This is an optimization exercise on Yosys and OpenROAD, whose aim is small area and a short achievable clock period, not a production implementation.
At most, simulation tests tie the RTL to the original design; equivalence was not proved.
The clock port is modelled as an ideal driver; clocking choices that lean on that would not hold on a real chip.
Power is estimated from default activity; no workload was simulated.

==> module axi_stream_insert_header, before the edit <==
module axi_stream_insert_header #(
    parameter DATA_WD = 128,
    parameter DATA_BYTE_WD = DATA_WD / 8
) (
    input clk,
    input rst_n,
    input valid_in,
    input [DATA_WD-1 : 0] data_in,
    input [DATA_BYTE_WD-1 : 0] keep_in,
    input last_in,
    output reg ready_in,
    output reg valid_out,
    output reg [DATA_WD-1 : 0] data_out,
    output reg [DATA_BYTE_WD-1 : 0] keep_out,
    output reg last_out,
    input ready_out,
    input valid_insert,
    input [DATA_WD-1 : 0] header_insert,
    input [DATA_BYTE_WD-1 : 0] keep_insert,
    output reg ready_insert
);
function integer clog2;
input integer n;
begin
    for (clog2 = 0; n > 0; clog2 = clog2 + 1)
        n = n >> 1;
end
endfunction
localparam BW = DATA_BYTE_WD;
localparam ZW = clog2(BW - 1);
function hz_ge;
    input [BW-1:0] keep;
    input integer k;
begin
    if (k <= 0)
        hz_ge = 1'b1;
    else if (k >= BW)
        hz_ge = 1'b0;
    else
        hz_ge = ~keep[BW-k];
end
endfunction
function [ZW-1:0] therm_zeros;
    input [BW-1:0] keep;
    integer i, m;
    reg acc;
begin
    for (i = 0; i < ZW; i = i + 1) begin
        acc = 1'b0;
        for (m = (1 << i); m < BW; m = m + (2 << i))
            acc = acc | (hz_ge(keep, m) & ~hz_ge(keep, m + (1 << i)));
        therm_zeros[i] = acc;
    end
end
endfunction
reg [DATA_WD-1:0] prev;         
reg [ZW-1:0] hz;                
reg [BW-1:0] keep_tail;         
reg pend;                       
reg rin;                        
wire start = ~rin & ~valid_out & ready_out & valid_insert & valid_in;
wire [2*DATA_WD-1:0] win0 = {prev, data_in};
wire [2*DATA_WD-1:0] win1 = hz[3] ? {win0[2*DATA_WD-1-64:0], 64'b0} : win0;
wire [2*DATA_WD-1:0] win2 = hz[2] ? {win1[2*DATA_WD-1-32:0], 32'b0} : win1;
wire [2*DATA_WD-1:0] win3 = hz[1] ? {win2[2*DATA_WD-1-16:0], 16'b0} : win2;
wire [2*DATA_WD-1:0] win4 = hz[0] ? {win3[2*DATA_WD-1-8:0], 8'b0} : win3;
wire [2*BW-1:0] kr0 = {keep_in, keep_in};
wire [2*BW-1:0] kr1 = hz[3] ? {kr0[2*BW-1-8:0], 8'b0} : kr0;
wire [2*BW-1:0] kr2 = hz[2] ? {kr1[2*BW-1-4:0], 4'b0} : kr1;
wire [2*BW-1:0] kr3 = hz[1] ? {kr2[2*BW-1-2:0], 2'b0} : kr2;
wire [2*BW-1:0] kr4 = hz[0] ? {kr3[2*BW-1-1:0], 1'b0} : kr3;
wire [BW-1:0] krot = kr4[2*BW-1:BW];
wire [BW-1:0] hmask = {BW{1'b1}} << hz;
wire spill = krot[BW-1];
always @(posedge clk or negedge rst_n) begin
    if (~rst_n) begin
        ready_in <= 1'b0;
        rin <= 1'b0;
        ready_insert <= 1'b0;
        valid_out <= 1'b0;
        pend <= 1'b0;
    end
    else begin
        ready_in <= start | (ready_in & ~last_in);
        rin <= start | (rin & ~last_in);
        ready_insert <= start;
        valid_out <= rin | pend;
        pend <= rin & last_in & spill;
    end
end
always @(posedge clk) begin
    if (~rin & ~valid_out)
        hz <= therm_zeros(keep_insert);
    prev <= rin ? data_in : header_insert;
    data_out <= win4[2*DATA_WD-1:DATA_WD];
    keep_tail <= krot & hmask;
    keep_out <= pend ? keep_tail : (krot | hmask);
    last_out <= pend | (rin & last_in & ~spill);
end
endmodule
clock: 14.0 ns
lec_check: 0
cap_margin: 20
core_margin: 2
core_utilization: 50
setup_slack_margin: 1.0
slew_margin: 20
standard.sh (not shown) runs the stock make flow with config.mk's settings and CLKGATE_MAP_FILE= SYNTH_SCRIPT=/design/flow/synth_recipe.tcl, a recipe that flattens the netlist after the stock synthesis.
==> flow/flow/run.sh <==
#!/bin/bash
# The standard ORFS layout (the standard.sh), with these changes made through
# ORFS's own hooks and variables:
#  - the port buffers are buf_1 cells, resized after placement (post_gp.tcl)
#  - clock tree synthesis without dummy loads, from clkbuf_8 cells
set -euo pipefail
here=$(pwd)
export BUFFER_PORTS_ARGS="-buffer_cell sky130_fd_sc_hd__buf_1"
export POST_GLOBAL_PLACE_TCL="$here/flow/post_gp.tcl"
export CTS_ARGS="-sink_clustering_enable -repair_clock_nets -dont_use_dummy_load -buf_list sky130_fd_sc_hd__clkbuf_8"
bash standard.sh > standard_flow.log 2>&1
==> flow/flow/post_gp.tcl <==
# Give the output ports a stronger buffer than the buf_1 that buffer_ports inserted.
set out_buf [get_lib_cells sky130_fd_sc_hd__buf_2]
foreach port [get_ports -filter "direction == output"] {
  set net [get_nets -of_objects $port]
  foreach pin [get_pins -of_objects $net -filter "direction == output"] {
    set inst [get_cells -of_objects $pin]
    if {[get_property [get_lib_cells -of_objects $inst] name] == "sky130_fd_sc_hd__buf_1"} {
      replace_cell $inst $out_buf
    }
  }
}
The baseline never finished: it broke off in 3_3_place_gp (STA-0100).
Rerun with:
--- a/flow/design.v
+++ b/flow/design.v
@@ -53,27 +53,32 @@
     end
 end
 endfunction
 reg [DATA_WD-1:0] prev;         
 reg [ZW-1:0] hz;                
-reg [BW-1:0] keep_tail;         
 reg pend;                       
 reg rin;                        
 wire start = ~rin & ~valid_out & ready_out & valid_insert & valid_in;
 wire [2*DATA_WD-1:0] win0 = {prev, data_in};
 wire [2*DATA_WD-1:0] win1 = hz[3] ? {win0[2*DATA_WD-1-64:0], 64'b0} : win0;
 wire [2*DATA_WD-1:0] win2 = hz[2] ? {win1[2*DATA_WD-1-32:0], 32'b0} : win1;
 wire [2*DATA_WD-1:0] win3 = hz[1] ? {win2[2*DATA_WD-1-16:0], 16'b0} : win2;
 wire [2*DATA_WD-1:0] win4 = hz[0] ? {win3[2*DATA_WD-1-8:0], 8'b0} : win3;
-wire [2*BW-1:0] kr0 = {keep_in, keep_in};
-wire [2*BW-1:0] kr1 = hz[3] ? {kr0[2*BW-1-8:0], 8'b0} : kr0;
-wire [2*BW-1:0] kr2 = hz[2] ? {kr1[2*BW-1-4:0], 4'b0} : kr1;
-wire [2*BW-1:0] kr3 = hz[1] ? {kr2[2*BW-1-2:0], 2'b0} : kr2;
-wire [2*BW-1:0] kr4 = hz[0] ? {kr3[2*BW-1-1:0], 1'b0} : kr3;
-wire [BW-1:0] krot = kr4[2*BW-1:BW];
-wire [BW-1:0] hmask = {BW{1'b1}} << hz;
-wire spill = krot[BW-1];
+reg [BW-1:0] prevk;
+wire [BW-1:0] curk = {rin, keep_in[BW-2:0] & {(BW-1){rin}}};
+wire [2*BW-1:0] wk0 = {prevk, curk};
+wire [2*BW-1:0] wk1 = hz[3] ? {wk0[2*BW-1-8:0], 8'b0} : wk0;
+wire [2*BW-1:0] wk2 = hz[2] ? {wk1[2*BW-1-4:0], 4'b0} : wk1;
+wire [2*BW-1:0] wk3 = hz[1] ? {wk2[2*BW-1-2:0], 2'b0} : wk2;
+wire [2*BW-1:0] wk4 = hz[0] ? {wk3[2*BW-1-1:0], 1'b0} : wk3;
+reg spill;
+integer k;
+always @(*) begin
+    spill = 1'b1;
+    for (k = 1; k < BW; k = k + 1)
+        spill = spill & ((hz < k) | keep_in[BW-1-k]);
+end
 always @(posedge clk or negedge rst_n) begin
     if (~rst_n) begin
         ready_in <= 1'b0;
         rin <= 1'b0;
         ready_insert <= 1'b0;
@@ -91,10 +96,10 @@
 always @(posedge clk) begin
     if (~rin & ~valid_out)
         hz <= therm_zeros(keep_insert);
     prev <= rin ? data_in : header_insert;
     data_out <= win4[2*DATA_WD-1:DATA_WD];
-    keep_tail <= krot & hmask;
-    keep_out <= pend ? keep_tail : (krot | hmask);
+    prevk <= keep_in | {BW{~rin}};
+    keep_out <= wk4[2*BW-1:BW];
     last_out <= pend | (rin & last_in & ~spill);
 end
 endmodule
The changed run aborted during 3_3_place_gp. Area after synthesis went up by 0.85%. Synthesized cell count went up by about 26%.
No functional check of the RTL was part of the second run of this note.

---

== v35 ==
Another version of the RTL of axi_stream_insert_header (not shown whole).
For scale: roughly 1200 cells after synthesis, about 290 flip-flops.
// axi_stream_insert_header
module axi_stream_insert_header #(
    parameter DATA_WD = 128,
    parameter DATA_BYTE_WD = DATA_WD / 8
) (
    input clk,
    input rst_n,
    input valid_in,
    input [DATA_WD-1 : 0] data_in,
    input [DATA_BYTE_WD-1 : 0] keep_in,
    input last_in,
    output reg ready_in,
    output reg valid_out,
    output reg [DATA_WD-1 : 0] data_out,
    output reg [DATA_BYTE_WD-1 : 0] keep_out,
    output reg last_out,
    input ready_out,
    input valid_insert,
    input [DATA_WD-1 : 0] header_insert,
    input [DATA_BYTE_WD-1 : 0] keep_insert,
    output reg ready_insert
);
function integer clog2;
input integer n;
begin
    for (clog2 = 0; n > 0; clog2 = clog2 + 1)
        n = n >> 1;
end
endfunction
localparam BW = DATA_BYTE_WD;
localparam ZW = clog2(BW - 1);
function hz_ge;
    input [BW-1:0] keep;
    input integer k;
begin
    if (k <= 0)
        hz_ge = 1'b1;
    else if (k >= BW)
        hz_ge = 1'b0;
    else
        hz_ge = ~keep[BW-k];
end
endfunction
function [ZW-1:0] therm_zeros;
    input [BW-1:0] keep;
    integer i, m;
    reg acc;
begin
    for (i = 0; i < ZW; i = i + 1) begin
        acc = 1'b0;
        for (m = (1 << i); m < BW; m = m + (2 << i))
            acc = acc | (hz_ge(keep, m) & ~hz_ge(keep, m + (1 << i)));
        therm_zeros[i] = acc;
    end
end
endfunction
reg [DATA_WD-1:0] prev;         
reg [ZW-1:0] hz;                
reg pend;                       
reg rin;                        
  ...
==> module axi_stream_insert_header, before the edit <==
module axi_stream_insert_header #(
    parameter DATA_WD = 128,
    parameter DATA_BYTE_WD = DATA_WD / 8
) (
    input clk,
    input rst_n,
    input valid_in,
    input [DATA_WD-1 : 0] data_in,
    input [DATA_BYTE_WD-1 : 0] keep_in,
    input last_in,
    output reg ready_in,
    output reg valid_out,
    output reg [DATA_WD-1 : 0] data_out,
    output reg [DATA_BYTE_WD-1 : 0] keep_out,
    output reg last_out,
    input ready_out,
    input valid_insert,
    input [DATA_WD-1 : 0] header_insert,
    input [DATA_BYTE_WD-1 : 0] keep_insert,
    output reg ready_insert
);
function integer clog2;
input integer n;
begin
    for (clog2 = 0; n > 0; clog2 = clog2 + 1)
        n = n >> 1;
end
endfunction
localparam BW = DATA_BYTE_WD;
localparam ZW = clog2(BW - 1);
function hz_ge;
    input [BW-1:0] keep;
    input integer k;
begin
    if (k <= 0)
        hz_ge = 1'b1;
    else if (k >= BW)
        hz_ge = 1'b0;
    else
        hz_ge = ~keep[BW-k];
end
endfunction
function [ZW-1:0] therm_zeros;
    input [BW-1:0] keep;
    integer i, m;
    reg acc;
begin
    for (i = 0; i < ZW; i = i + 1) begin
        acc = 1'b0;
        for (m = (1 << i); m < BW; m = m + (2 << i))
            acc = acc | (hz_ge(keep, m) & ~hz_ge(keep, m + (1 << i)));
        therm_zeros[i] = acc;
    end
end
endfunction
reg [DATA_WD-1:0] prev;         
reg [ZW-1:0] hz;                
reg pend;                       
reg rin;                        
reg first;                      
wire start = ~rin & ~valid_out & ready_out & valid_insert & valid_in;
wire [2*DATA_WD-1:0] win0 = {first ? header_insert : prev, data_in};
wire [2*DATA_WD-1:0] win1 = hz[3] ? {win0[2*DATA_WD-1-64:0], 64'b0} : win0;
wire [2*DATA_WD-1:0] win2 = hz[2] ? {win1[2*DATA_WD-1-32:0], 32'b0} : win1;
wire [2*DATA_WD-1:0] win3 = hz[1] ? {win2[2*DATA_WD-1-16:0], 16'b0} : win2;
wire [2*DATA_WD-1:0] win4 = hz[0] ? {win3[2*DATA_WD-1-8:0], 8'b0} : win3;
wire [BW-1:0] kin = {1'b1, keep_in[BW-2:0]};
function fz_ge;
    input [BW-1:0] keep;
    input integer m;
begin
    if (m <= 0)
        fz_ge = 1'b1;
    else if (m >= BW)
        fz_ge = 1'b0;
    else
        fz_ge = ~keep[m-1];
end
endfunction
function [ZW-1:0] fz_of;
    input [BW-1:0] keep;
    integer i, m;
    reg acc;
begin
    for (i = 0; i < ZW; i = i + 1) begin
        acc = 1'b0;
        for (m = (1 << i); m < BW; m = m + (2 << i))
            acc = acc | (fz_ge(keep, m) & ~fz_ge(keep, m + (1 << i)));
        fz_of[i] = acc;
    end
end
endfunction
reg [ZW-1:0] fzd;               
wire [ZW-1:0] tz = hz + fzd;    
wire [2*BW-1:0] kw0 = {{BW{1'b1}}, kin};
wire [2*BW-1:0] kw1 = hz[3] ? {kw0[2*BW-1-8:0], 8'b0} : kw0;
wire [2*BW-1:0] kw2 = hz[2] ? {kw1[2*BW-1-4:0], 4'b0} : kw1;
wire [2*BW-1:0] kw3 = hz[1] ? {kw2[2*BW-1-2:0], 2'b0} : kw2;
wire [2*BW-1:0] kw4 = hz[0] ? {kw3[2*BW-1-1:0], 1'b0} : kw3;
wire [BW-1:0] keep_cur = kw4[2*BW-1:BW];
wire spill = kw4[BW-1];
always @(posedge clk or negedge rst_n) begin
    if (~rst_n) begin
        ready_in <= 1'b0;
        rin <= 1'b0;
        ready_insert <= 1'b0;
        valid_out <= 1'b0;
        pend <= 1'b0;
    end
    else begin
        ready_in <= start | (ready_in & ~last_in);
        rin <= start | (rin & ~last_in);
        ready_insert <= start;
        valid_out <= rin | pend;
        pend <= rin & last_in & spill;
    end
end
always @(posedge clk) begin
    if (~rin & ~valid_out)
        hz <= therm_zeros(keep_insert);
    first <= start;
    prev <= data_in;
    data_out <= win4[2*DATA_WD-1:DATA_WD];
    fzd <= fz_of(keep_in);
    keep_out <= pend ? ({BW{1'b1}} << tz) : keep_cur;
    last_out <= pend | (rin & last_in & ~spill);
end
endmodule
Settings: LEC_CHECK=0, CAP_MARGIN=20, CORE_MARGIN=2, CORE_UTILIZATION=50, SETUP_SLACK_MARGIN=1.0, SLEW_MARGIN=20; clock period 14.0 ns.
==> flow/flow/run.sh <==
#!/bin/bash
# The standard ORFS layout (the standard.sh), with these changes made through
# ORFS's own hooks and variables:
#  - synthesis is the standard synthesis with an area-oriented ABC mapping
#    script and a smaller cell list for ABC (synth_abc.tcl, abc_map.script)
#  - the port buffers are buf_1 cells
#  - clock tree synthesis without dummy loads, from a clkbuf_16 root and clkbuf_8
#    cells in larger clusters
#  - repair_timing after CTS and after global routing aims at a setup slack of
#    FLOW_FLOW_MARGIN ns (margin.tcl)
set -euo pipefail
here=$(pwd)
export FLOW_STD_SYNTH="$here/synth_recipe.tcl"
export FLOW_ABC_SCRIPT="$here/flow/abc_map.script"
export FLOW_ABC_DONT_USE="sky130_fd_sc_hd__o22a_1 sky130_fd_sc_hd__o22a_2 sky130_fd_sc_hd__o22a_4 sky130_fd_sc_hd__a22o_1 sky130_fd_sc_hd__a22o_2 sky130_fd_sc_hd__a22o_4"
export FLOW_FLOW_MARGIN=10.1
export BUFFER_PORTS_ARGS="-buffer_cell sky130_fd_sc_hd__buf_1"
export CTS_ARGS="-sink_clustering_enable -repair_clock_nets -dont_use_dummy_load -buf_list sky130_fd_sc_hd__clkbuf_8 -root_buf sky130_fd_sc_hd__clkbuf_16 -sink_clustering_size 16 -sink_clustering_max_diameter 60"
export PRE_CTS_TCL="$here/flow/margin.tcl"
export PRE_GLOBAL_ROUTE_TCL="$here/flow/margin.tcl"
bash standard.sh SYNTH_SCRIPT="$here/flow/synth_abc.tcl" finish > standard_flow.log 2>&1
==> flow/flow/abc_map.script <==
strash
dch
amap -Q 0.1
topo
==> flow/flow/margin.tcl <==
# Have this step's repair_timing aim at a setup slack of FLOW_FLOW_MARGIN ns
# instead of the configured margin, so that the paths that set the achieved
# period get sized and buffered as critical paths.
set ::env(SETUP_SLACK_MARGIN) $::env(FLOW_FLOW_MARGIN)
==> flow/flow/synth_abc.tcl <==
# The standard synthesis (synth_recipe.tcl, sourced below), with one change:
# ABC maps the logic with flow/abc_map.script (an area-oriented mapping: strash; dch;
# amap -Q 0.1) instead of ORFS's abc_speed.script, and without the cells listed in
# FLOW_ABC_DONT_USE (o22a and a22o, so that the byte-shift muxes map to o22ai).
# Flip-flops are mapped before ABC runs, so the registers, their names and cell
# types are those of the standard synthesis.
proc abc {args} {
  set i [lsearch -exact $args -script]
  if {$i >= 0} {
    lset args [expr {$i + 1}] $::env(FLOW_ABC_SCRIPT)
  }
  foreach cell $::env(FLOW_ABC_DONT_USE) {
    lappend args -dont_use $cell
  }
  yosys abc {*}$args
}
source $::env(FLOW_STD_SYNTH)
[inputs] v4 vs v35
diff --git a/flow/design.v b/flow/design.v
--- a/flow/design.v
+++ b/flow/design.v
@@ -54,15 +54,14 @@
 end
 endfunction
 reg [DATA_WD-1:0] prev;         
 reg [ZW-1:0] hz;                
 reg pend;                       
 reg rin;                        
-reg first;                      
 wire start = ~rin & ~valid_out & ready_out & valid_insert & valid_in;
-wire [2*DATA_WD-1:0] win0 = {first ? header_insert : prev, data_in};
+wire [2*DATA_WD-1:0] win0 = {prev, data_in};
 wire [2*DATA_WD-1:0] win1 = hz[3] ? {win0[2*DATA_WD-1-64:0], 64'b0} : win0;
 wire [2*DATA_WD-1:0] win2 = hz[2] ? {win1[2*DATA_WD-1-32:0], 32'b0} : win1;
 wire [2*DATA_WD-1:0] win3 = hz[1] ? {win2[2*DATA_WD-1-16:0], 16'b0} : win2;
 wire [2*DATA_WD-1:0] win4 = hz[0] ? {win3[2*DATA_WD-1-8:0], 8'b0} : win3;
 wire [BW-1:0] kin = {1'b1, keep_in[BW-2:0]};
 function fz_ge;
@@ -115,14 +114,13 @@
         pend <= rin & last_in & spill;
     end
 end
 always @(posedge clk) begin
     if (~rin & ~valid_out)
         hz <= therm_zeros(keep_insert);
-    first <= start;
-    prev <= data_in;
+    prev <= rin ? data_in : header_insert;
     data_out <= win4[2*DATA_WD-1:DATA_WD];
     fzd <= fz_of(keep_in);
     keep_out <= pend ? ({BW{1'b1}} << tz) : keep_cur;
     last_out <= pend | (rin & last_in & ~spill);
 end
 endmodule
## What came out
- For maximum clock frequency, v35 and v4 come out practically identical.
- registers as the dominant kind of cell by area was reported by v4, and multi-input combinational cells by v35.
- From v35 to v4 the numbers moved as follows: power consumed by combinational cells went up 4.0%; overall die area now larger; combinational fraction of design power has increased; synthesis-stage register bit count -1.
- On total via count after detailed routing: between v35 and v4, it ends up lower for v35.

separate check: timing with driven ports:
No port has a modelled driver above. Below, the same layouts with a new extraction and two added sets of constraints.
Step 1 assumes that a clkbuf_16 drives the clock port and a buf_2 every other input.
Step 2 moves the port delays by t, midway between the first and last clock arrival at a register: inputs arrive t later, outputs are due t later. That takes back most of the time a late clock gives input paths.
Three values: ideal ports, drivers, drivers and shift; two values: the first two.
run | t, ns | setup slack, ns | clock arrival spread, ns
v35 | 0.542 | 10.137 / 10.085 / 9.761 | 0.052 / 0.052
v4 | 0.537 | 10.128 / 10.081 / 9.861 | 0.056 / 0.056
After both steps setup and hold are still met in every run listed. For v35, which loses most, drivers alone change the setup slack by -0.052 ns; drivers and shift together by -0.376 ns.
